What follows belongs to an exercise in optimizing a design on an open flow for small area; a production flow would make more cautious choices.
Function was checked by simulation only, so behaviour that the tests miss may differ from the original.
The clock port is modelled as an ideal driver; clocking choices that lean on that would not hold on a real chip.
No activity file was given, so power comes from the tool's default toggle rates.

==> build 94 <==
// sync_fifo_top
module sync_fifo_top (
    input         i_clk,
    input         i_rst_n,
    input         i_wr_en,
    input         i_rd_en,
    input  [15:0] i_din,
    output [15:0] o_dout,
    output        o_empty,
    output        o_full
);
export LEC_CHECK = 0
export CAP_MARGIN = 20
export CORE_MARGIN = 2
export CORE_UTILIZATION = 60
export CTS_BUF_LIST = sky130_fd_sc_hd__clkbuf_8
export CTS_CLUSTER_DIAMETER = 50
export CTS_CLUSTER_SIZE = 20
export SLEW_MARGIN = 20
export SYNTH_HIERARCHICAL = 1
export SYNTH_MINIMUM_KEEP_SIZE = 0
create_clock -name core_clock -period 10.0 [get_ports {i_clk}]
run.sh (not shown) runs the stock make flow with config.mk's settings and CLKGATE_MAP_FILE= SYNTH_SCRIPT=/design/flow/synth_recipe.tcl, a recipe that flattens the netlist after the stock synthesis.
==> build 48 (differences from build 94) <==
==> flow/flow/run.sh (new file) <==
#!/bin/bash
# Layout: the standard flow (standard.sh), with two changes passed to
# ORFS through its own variables:
#  - clock tree synthesis without dummy loads,
#  - port buffers of the smallest buffer cell.
# The full output goes to flow.log; ORFS's per-step logs are under orfs/logs.
set -euo pipefail
export CTS_ARGS="-sink_clustering_enable -repair_clock_nets -dont_use_dummy_load -buf_list sky130_fd_sc_hd__clkbuf_8 -sink_clustering_size 20 -sink_clustering_max_diameter 50"
export BUFFER_PORTS_ARGS="-buffer_cell sky130_fd_sc_hd__buf_1"
bash standard.sh finish > flow.log 2>&1
==> flow/standard.sh (new file) <==
#!/bin/bash
# synth_recipe.tcl (not shown) runs the flow's synth.tcl, then flattens the netlist and writes it again
# the make line also repeats each setting of config.mk as NAME=value (left out here)
make -C /OpenROAD-flow-scripts/flow DESIGN_CONFIG=/design/flow/config.mk WORK_HOME=/design/flow/orfs CLKGATE_MAP_FILE= SYNTH_SCRIPT=/design/flow/synth_recipe.tcl "${@:-finish}"
removed: flow/run.sh
==> summary of the runs <==
- Between build 94 and build 48, the lower global-route usage is in build 94 (gap 1.2 points).
- Between build 94 and build 48, the lower worst setup slack is in build 94 (gap 1.4 ns).
- Hold slack: build 94 is better than build 48 (0.018 ns).
- Synthesized area is the same in build 94 and build 48.


==> v24 <==
==> flow/design.v <==
module sync_fifo_top (
    input         i_clk,
    input         i_rst_n,
    input         i_wr_en,
    input         i_rd_en,
    input  [15:0] i_din,
    output [15:0] o_dout,
    output        o_empty,
    output        o_full
);
reg  [511:0] mem;    
reg          p;      
reg  [5:0]   c;      
reg  [15:0]  dq;     
wire empty = c[5];
wire full  = ~c[5] & (&c[4:0]);
wire wr    = i_wr_en & ~full;
wire rd    = i_rd_en & ~empty;
assign o_empty = empty;
assign o_full  = full;
assign o_dout  = dq ^ {16{p}};
wire [511:0] above = {mem[495:0], i_din ^ {16{p}}};
wire [511:0] mem_nxt;
fifo_hold #(.W(512)) u_mem_nxt (
    .q(mem), .d(above), .ld(wr), .hd(~wr), .nxt(mem_nxt));
wire [32:0] sel;
genvar k, b;
generate
    for (k = 0; k < 32; k = k + 1) begin : g_sel
        assign sel[k] = rd & (c[4:0] == k);
    end
endgenerate
assign sel[32] = 1'b0;
wire [15:0] dq_nxt;
generate
    for (b = 0; b < 16; b = b + 1) begin : g_bit
        wire [32:0] col;
        wire [10:0] y;
        for (k = 0; k < 32; k = k + 1) begin : g_col
            assign col[k] = mem[16*k + b];
        end
        assign col[32] = 1'b0;
        for (k = 0; k < 11; k = k + 1) begin : g_aoi
            fifo_aoi3 u_aoi (.s(sel[3*k +: 3]), .d(col[3*k +: 3]), .y(y[k]));
        end
        fifo_dqn u_dqn (.y(y), .q(dq[b]), .hd(~rd), .nxt(dq_nxt[b]));
    end
endgenerate
always @(posedge i_clk)
    mem <= mem_nxt;
always @(posedge i_clk or negedge i_rst_n) begin
    if (!i_rst_n) begin
        p  <= 1'b0;
        c  <= 6'h3f;
        dq <= 16'h0000;
    end else begin
        p  <= ~p;
        c  <= c + {5'b0, wr} - {5'b0, rd};
        dq <= dq_nxt;
    end
end
endmodule
module fifo_hold #(parameter W = 16) (
    input  [W-1:0] q,
    input  [W-1:0] d,
    input          ld,
    input          hd,
    output [W-1:0] nxt
);
assign nxt = ~((q | {W{ld}}) & (d | {W{hd}}));
endmodule
module fifo_aoi3 (
    input  [2:0] s,
    input  [2:0] d,
    output       y
);
assign y = ~|(s & d);
endmodule
module fifo_dqn (
    input  [10:0] y,
    input         q,
    input         hd,
    output        nxt
);
assign nxt = ~((hd & q) | ~&y[3:0] | ~&y[7:4] | ~&y[10:8]);
endmodule
==> flow/run.sh <==
#!/bin/bash
# synth_recipe.tcl (not shown) runs the flow's synth.tcl, then flattens the netlist and writes it again
# the make line also repeats each setting of config.mk as NAME=value (left out here)
make -C /OpenROAD-flow-scripts/flow DESIGN_CONFIG=/design/flow/config.mk WORK_HOME=/design/flow/orfs CLKGATE_MAP_FILE= SYNTH_SCRIPT=/design/flow/synth_recipe.tcl finish
==> flow/config.mk <==
export PLATFORM = sky130hd
export DESIGN_NAME = sync_fifo_top
export DESIGN_NICKNAME = sync_fifo_top
export VERILOG_FILES = /design/flow/design.v
export SDC_FILE = /design/flow/constraint.sdc
export NUM_CORES = 4
export LEC_CHECK = 0
export CAP_MARGIN = 20
export CORE_MARGIN = 2
export CORE_UTILIZATION = 60
export SLEW_MARGIN = 20
export SYNTH_HIERARCHICAL = 1
export SYNTH_MINIMUM_KEEP_SIZE = 0
==> flow/constraint.sdc <==
create_clock -name core_clock -period 10.0 [get_ports {i_clk}]
set_input_delay 2.0000 -clock core_clock [delete_from_list [all_inputs] [get_ports {i_clk}]]
set_output_delay 2.0000 -clock core_clock [all_outputs]
set_load 0.01 [all_outputs]
==> v28: changes against v24 <==
--- a/flow/design.v
+++ b/flow/design.v
@@ -31,5 +31,5 @@
     end
 endgenerate
-assign sel[32] = 1'b0;
+assign sel[32] = ~rd;
 wire [15:0] dq_nxt;
 generate
@@ -40,9 +40,11 @@
             assign col[k] = mem[16*k + b];
         end
-        assign col[32] = 1'b0;
+        assign col[32] = dq[b];
         for (k = 0; k < 11; k = k + 1) begin : g_aoi
             fifo_aoi3 u_aoi (.s(sel[3*k +: 3]), .d(col[3*k +: 3]), .y(y[k]));
         end
-        fifo_dqn u_dqn (.y(y), .q(dq[b]), .hd(~rd), .nxt(dq_nxt[b]));
+        wire [2:0] z;
+        fifo_nand u_nand (.y(y), .z(z));
+        assign dq_nxt[b] = ~|z;
     end
 endgenerate
@@ -77,10 +79,8 @@
 assign y = ~|(s & d);
 endmodule
-module fifo_dqn (
+module fifo_nand (
     input  [10:0] y,
-    input         q,
-    input         hd,
-    output        nxt
+    output [2:0]  z
 );
-assign nxt = ~((hd & q) | ~&y[3:0] | ~&y[7:4] | ~&y[10:8]);
+assign z = {~&y[10:8], ~&y[7:4], ~&y[3:0]};
 endmodule
==> flow/flow/run.sh (new file) <==
#!/bin/bash
# Layout: the standard flow (standard.sh), with these changes passed to
# ORFS through its own variables:
#  - clock tree synthesis without dummy loads, with clkbuf_8 leaf buffers of
#    up to 24 flip-flops, then post_cts.tcl sizes up clock buffers whose
#    flip-flop clock slew would be high,
#  - port buffers of the smallest buffer cell,
#  - power recovery (downsizing gates off the critical paths) after global
#    routing.
# The full output goes to flow.log; ORFS's per-step logs are under orfs/logs.
set -euo pipefail
export CTS_ARGS="-sink_clustering_enable -repair_clock_nets -dont_use_dummy_load -buf_list sky130_fd_sc_hd__clkbuf_8 -sink_clustering_size 24 -sink_clustering_max_diameter 60"
export BUFFER_PORTS_ARGS="-buffer_cell sky130_fd_sc_hd__buf_1"
export POST_CTS_TCL="$PWD/flow/post_cts.tcl"
export RECOVER_POWER=100
bash standard.sh finish > flow.log 2>&1
==> flow/flow/post_cts.tcl (new file) <==
set clk_slew_limit 0.122
set big sky130_fd_sc_hd__clkbuf_16

proc clk_sink_slew { inst } {
  set opin [get_pins -of_objects $inst -filter "direction == output"]
  set net [get_nets -of_objects $opin]
  set m 0.0
  set leaf 1
  foreach p [get_pins -of_objects $net -filter "direction == input"] {
    set s [get_property $p slew_max]
    if { $s > $m } { set m $s }
    set c [get_cells -of_objects $p]
    if { [string match "sky130_fd_sc_hd__clkbuf*" [get_property $c ref_name]] } {
      set leaf 0
    }
  }
  return [list $m $leaf]
}

estimate_parasitics -placement
set bufs [get_cells -filter "ref_name =~ sky130_fd_sc_hd__clkbuf_*"]
foreach inst $bufs {
  lassign [clk_sink_slew $inst] m leaf
  if { !$leaf && $m > 0.1 && [get_property $inst ref_name] ne $big } {
    puts "post_cts: [get_full_name $inst] (not a leaf) -> $big"
    replace_cell $inst $big
  }
}
estimate_parasitics -placement
foreach inst $bufs {
  lassign [clk_sink_slew $inst] m leaf
  if { $leaf && $m > $clk_slew_limit && [get_property $inst ref_name] ne $big } {
    puts "post_cts: [get_full_name $inst] sink slew [format %.4f $m] -> $big"
    replace_cell $inst $big
  }
}
estimate_parasitics -placement
set worst 0.0
foreach inst $bufs {
  lassign [clk_sink_slew $inst] m leaf
  if { $leaf && $m > $worst } { set worst $m }
}
puts "post_cts: worst estimated flip-flop clock slew [format %.4f $worst]"
detailed_placement
check_placement -verbose
==> flow/standard.sh (new file) <==
#!/bin/bash
# synth_recipe.tcl (not shown) runs the flow's synth.tcl, then flattens the netlist and writes it again
# the make line also repeats each setting of config.mk as NAME=value (left out here)
make -C /OpenROAD-flow-scripts/flow DESIGN_CONFIG=/design/flow/config.mk WORK_HOME=/design/flow/orfs CLKGATE_MAP_FILE= SYNTH_SCRIPT=/design/flow/synth_recipe.tcl "${@:-finish}"
- CORE_UTILIZATION: 60 -> 70
- PLACE_DENSITY: default -> 0.72
removed: flow/run.sh
==> v32: changes against v24 <==
--- a/flow/design.v
+++ b/flow/design.v
@@ -31,5 +31,5 @@
     end
 endgenerate
-assign sel[32] = 1'b0;
+assign sel[32] = ~rd;
 wire [15:0] dq_nxt;
 generate
@@ -40,9 +40,11 @@
             assign col[k] = mem[16*k + b];
         end
-        assign col[32] = 1'b0;
+        assign col[32] = dq[b];
         for (k = 0; k < 11; k = k + 1) begin : g_aoi
             fifo_aoi3 u_aoi (.s(sel[3*k +: 3]), .d(col[3*k +: 3]), .y(y[k]));
         end
-        fifo_dqn u_dqn (.y(y), .q(dq[b]), .hd(~rd), .nxt(dq_nxt[b]));
+        wire [2:0] z;
+        fifo_nand u_nand (.y(y), .z(z));
+        assign dq_nxt[b] = ~|z;
     end
 endgenerate
@@ -77,10 +79,8 @@
 assign y = ~|(s & d);
 endmodule
-module fifo_dqn (
+module fifo_nand (
     input  [10:0] y,
-    input         q,
-    input         hd,
-    output        nxt
+    output [2:0]  z
 );
-assign nxt = ~((hd & q) | ~&y[3:0] | ~&y[7:4] | ~&y[10:8]);
+assign z = {~&y[10:8], ~&y[7:4], ~&y[3:0]};
 endmodule
==> flow/flow/run.sh (new file) <==
#!/bin/bash
# Layout: the standard flow (standard.sh), with two changes passed to
# ORFS through its own variables:
#  - clock tree synthesis without dummy loads,
#  - port buffers of the smallest buffer cell.
# The full output goes to flow.log; ORFS's per-step logs are under orfs/logs.
set -euo pipefail
export CTS_ARGS="-sink_clustering_enable -repair_clock_nets -dont_use_dummy_load -buf_list sky130_fd_sc_hd__clkbuf_16 -sink_clustering_size 35 -sink_clustering_max_diameter 60"
export BUFFER_PORTS_ARGS="-buffer_cell sky130_fd_sc_hd__buf_1"
bash standard.sh finish > flow.log 2>&1
==> flow/standard.sh (new file) <==
#!/bin/bash
# synth_recipe.tcl (not shown) runs the flow's synth.tcl, then flattens the netlist and writes it again
# the make line also repeats each setting of config.mk as NAME=value (left out here)
make -C /OpenROAD-flow-scripts/flow DESIGN_CONFIG=/design/flow/config.mk WORK_HOME=/design/flow/orfs CLKGATE_MAP_FILE= SYNTH_SCRIPT=/design/flow/synth_recipe.tcl "${@:-finish}"
- CTS_BUF_LIST: default -> sky130_fd_sc_hd__clkbuf_8
- CTS_CLUSTER_DIAMETER: default -> 50
- CTS_CLUSTER_SIZE: default -> 20
removed: flow/run.sh
==> v6: changes against v24 <==
--- a/flow/design.v
+++ b/flow/design.v
@@ -31,5 +31,5 @@
     end
 endgenerate
-assign sel[32] = 1'b0;
+assign sel[32] = ~rd;
 wire [15:0] dq_nxt;
 generate
@@ -40,9 +40,11 @@
             assign col[k] = mem[16*k + b];
         end
-        assign col[32] = 1'b0;
+        assign col[32] = dq[b];
         for (k = 0; k < 11; k = k + 1) begin : g_aoi
             fifo_aoi3 u_aoi (.s(sel[3*k +: 3]), .d(col[3*k +: 3]), .y(y[k]));
         end
-        fifo_dqn u_dqn (.y(y), .q(dq[b]), .hd(~rd), .nxt(dq_nxt[b]));
+        wire [2:0] z;
+        fifo_nand u_nand (.y(y), .z(z));
+        assign dq_nxt[b] = ~|z;
     end
 endgenerate
@@ -77,10 +79,8 @@
 assign y = ~|(s & d);
 endmodule
-module fifo_dqn (
+module fifo_nand (
     input  [10:0] y,
-    input         q,
-    input         hd,
-    output        nxt
+    output [2:0]  z
 );
-assign nxt = ~((hd & q) | ~&y[3:0] | ~&y[7:4] | ~&y[10:8]);
+assign z = {~&y[10:8], ~&y[7:4], ~&y[3:0]};
 endmodule
==> flow/flow/run.sh (new file) <==
#!/bin/bash
# Layout: the standard flow (standard.sh), with these changes passed to
# ORFS through its own variables:
#  - clock tree synthesis without dummy loads, with clkbuf_8 leaf buffers of
#    up to 24 flip-flops, then post_cts.tcl sizes up clock buffers whose
#    flip-flop clock slew would be high,
#  - port buffers of the smallest buffer cell.
# The full output goes to flow.log; ORFS's per-step logs are under orfs/logs.
set -euo pipefail
export CTS_ARGS="-sink_clustering_enable -repair_clock_nets -dont_use_dummy_load -buf_list sky130_fd_sc_hd__clkbuf_8 -sink_clustering_size 24 -sink_clustering_max_diameter 60"
export BUFFER_PORTS_ARGS="-buffer_cell sky130_fd_sc_hd__buf_1"
export POST_CTS_TCL="$PWD/flow/post_cts.tcl"
bash standard.sh finish > flow.log 2>&1
==> flow/flow/post_cts.tcl (new file) <==
set clk_slew_limit 0.110
set big sky130_fd_sc_hd__clkbuf_16

proc clk_sink_slew { inst } {
  set opin [get_pins -of_objects $inst -filter "direction == output"]
  set net [get_nets -of_objects $opin]
  set m 0.0
  set leaf 1
  foreach p [get_pins -of_objects $net -filter "direction == input"] {
    set s [get_property $p slew_max]
    if { $s > $m } { set m $s }
    set c [get_cells -of_objects $p]
    if { [string match "sky130_fd_sc_hd__clkbuf*" [get_property $c ref_name]] } {
      set leaf 0
    }
  }
  return [list $m $leaf]
}

estimate_parasitics -placement
set bufs [get_cells -filter "ref_name =~ sky130_fd_sc_hd__clkbuf_*"]
foreach inst $bufs {
  lassign [clk_sink_slew $inst] m leaf
  if { !$leaf && [get_property $inst ref_name] ne $big } {
    puts "post_cts: [get_full_name $inst] (not a leaf) -> $big"
    replace_cell $inst $big
  }
}
estimate_parasitics -placement
foreach inst $bufs {
  lassign [clk_sink_slew $inst] m leaf
  if { $leaf && $m > $clk_slew_limit && [get_property $inst ref_name] ne $big } {
    puts "post_cts: [get_full_name $inst] sink slew [format %.4f $m] -> $big"
    replace_cell $inst $big
  }
}
estimate_parasitics -placement
set worst 0.0
foreach inst $bufs {
  lassign [clk_sink_slew $inst] m leaf
  if { $leaf && $m > $worst } { set worst $m }
}
puts "post_cts: worst estimated flip-flop clock slew [format %.4f $worst]"
detailed_placement
check_placement -verbose
==> flow/standard.sh (new file) <==
#!/bin/bash
# synth_recipe.tcl (not shown) runs the flow's synth.tcl, then flattens the netlist and writes it again
# the make line also repeats each setting of config.mk as NAME=value (left out here)
make -C /OpenROAD-flow-scripts/flow DESIGN_CONFIG=/design/flow/config.mk WORK_HOME=/design/flow/orfs CLKGATE_MAP_FILE= SYNTH_SCRIPT=/design/flow/synth_recipe.tcl "${@:-finish}"
- CORE_UTILIZATION: 60 -> 70
- PLACE_DENSITY: default -> 0.72
removed: flow/run.sh
==> notes <==
- Between v24 and v32, the lower synthesized area is in v32 (gap about 0.9%, measured against v32).
- The highest setup slack belongs to v32, the lowest to v28.
- v32 went through all stages and came out clean. v6 completed without violations. v24 finished clean. v28 reached the layout checks and failed them: capacitance limit, slew limit.
- The highest register-to-register slack belongs to v6, the lowest to v28.
- In sequential power, v32 and v6 hardly differ.
- The highest utilization belongs to v6, the lowest to v32.
- Hold slack: v24 < v32 < v28 < v6.
- In v24 the critical path depth is higher than in v32, by 1.
- Die area is the same in v28 and v6.
- First-iteration DRC count: v6 > v28 > v24 > v32.
- In v28 the combinational power is lower than in v24, by about 4%.

[separate check: timing with driven ports]
Ports are ideal in the flow. The routed layouts listed here were re-timed in OpenROAD.
Step 1 assumes that a clkbuf_16 drives the clock port and a buf_2 every other input.
Step 2 also shifts input and output timing later by t, the mid clock arrival at the registers, as if the neighbouring blocks saw the same clock.
Slacks: ideal / step 1 / step 2; pairs: ideal / step 1.
run | shift t [ns] | setup slack, ns | worst hold slack (ns) | worst setup path at the end | worst register clock-pin slew, ns
build 94 | 0.628 | 4.453 / 4.483 / 3.855 | 0.451 / 0.451 / 0.451 | input to register | 0.12 / 0.12
build 48 | 0.613 | 5.892 / 5.844 / 5.425 | 0.433 / 0.433 / 0.433 | input to register | 0.12 / 0.12
v24 | 0.623 | 4.905 / 4.938 / 4.315 | 0.442 / 0.442 / 0.442 | input to register | 0.07 / 0.07
v28 | 0.609 | 3.745 / 3.767 / 3.159 | 0.445 / 0.445 / 0.445 | input to register | 0.12 / 0.12
v32 | 0.566 | 5.840 / 5.819 / 5.298 | 0.444 / 0.444 / 0.444 | input to register | 0.09 / 0.09
v6 | 0.609 | 5.694 / 5.718 / 5.109 | 0.451 / 0.451 / 0.451 | input to register | 0.11 / 0.11
For build 94, which loses most, drivers alone change the setup slack by +0.030 ns; drivers and shift together by -0.598 ns.
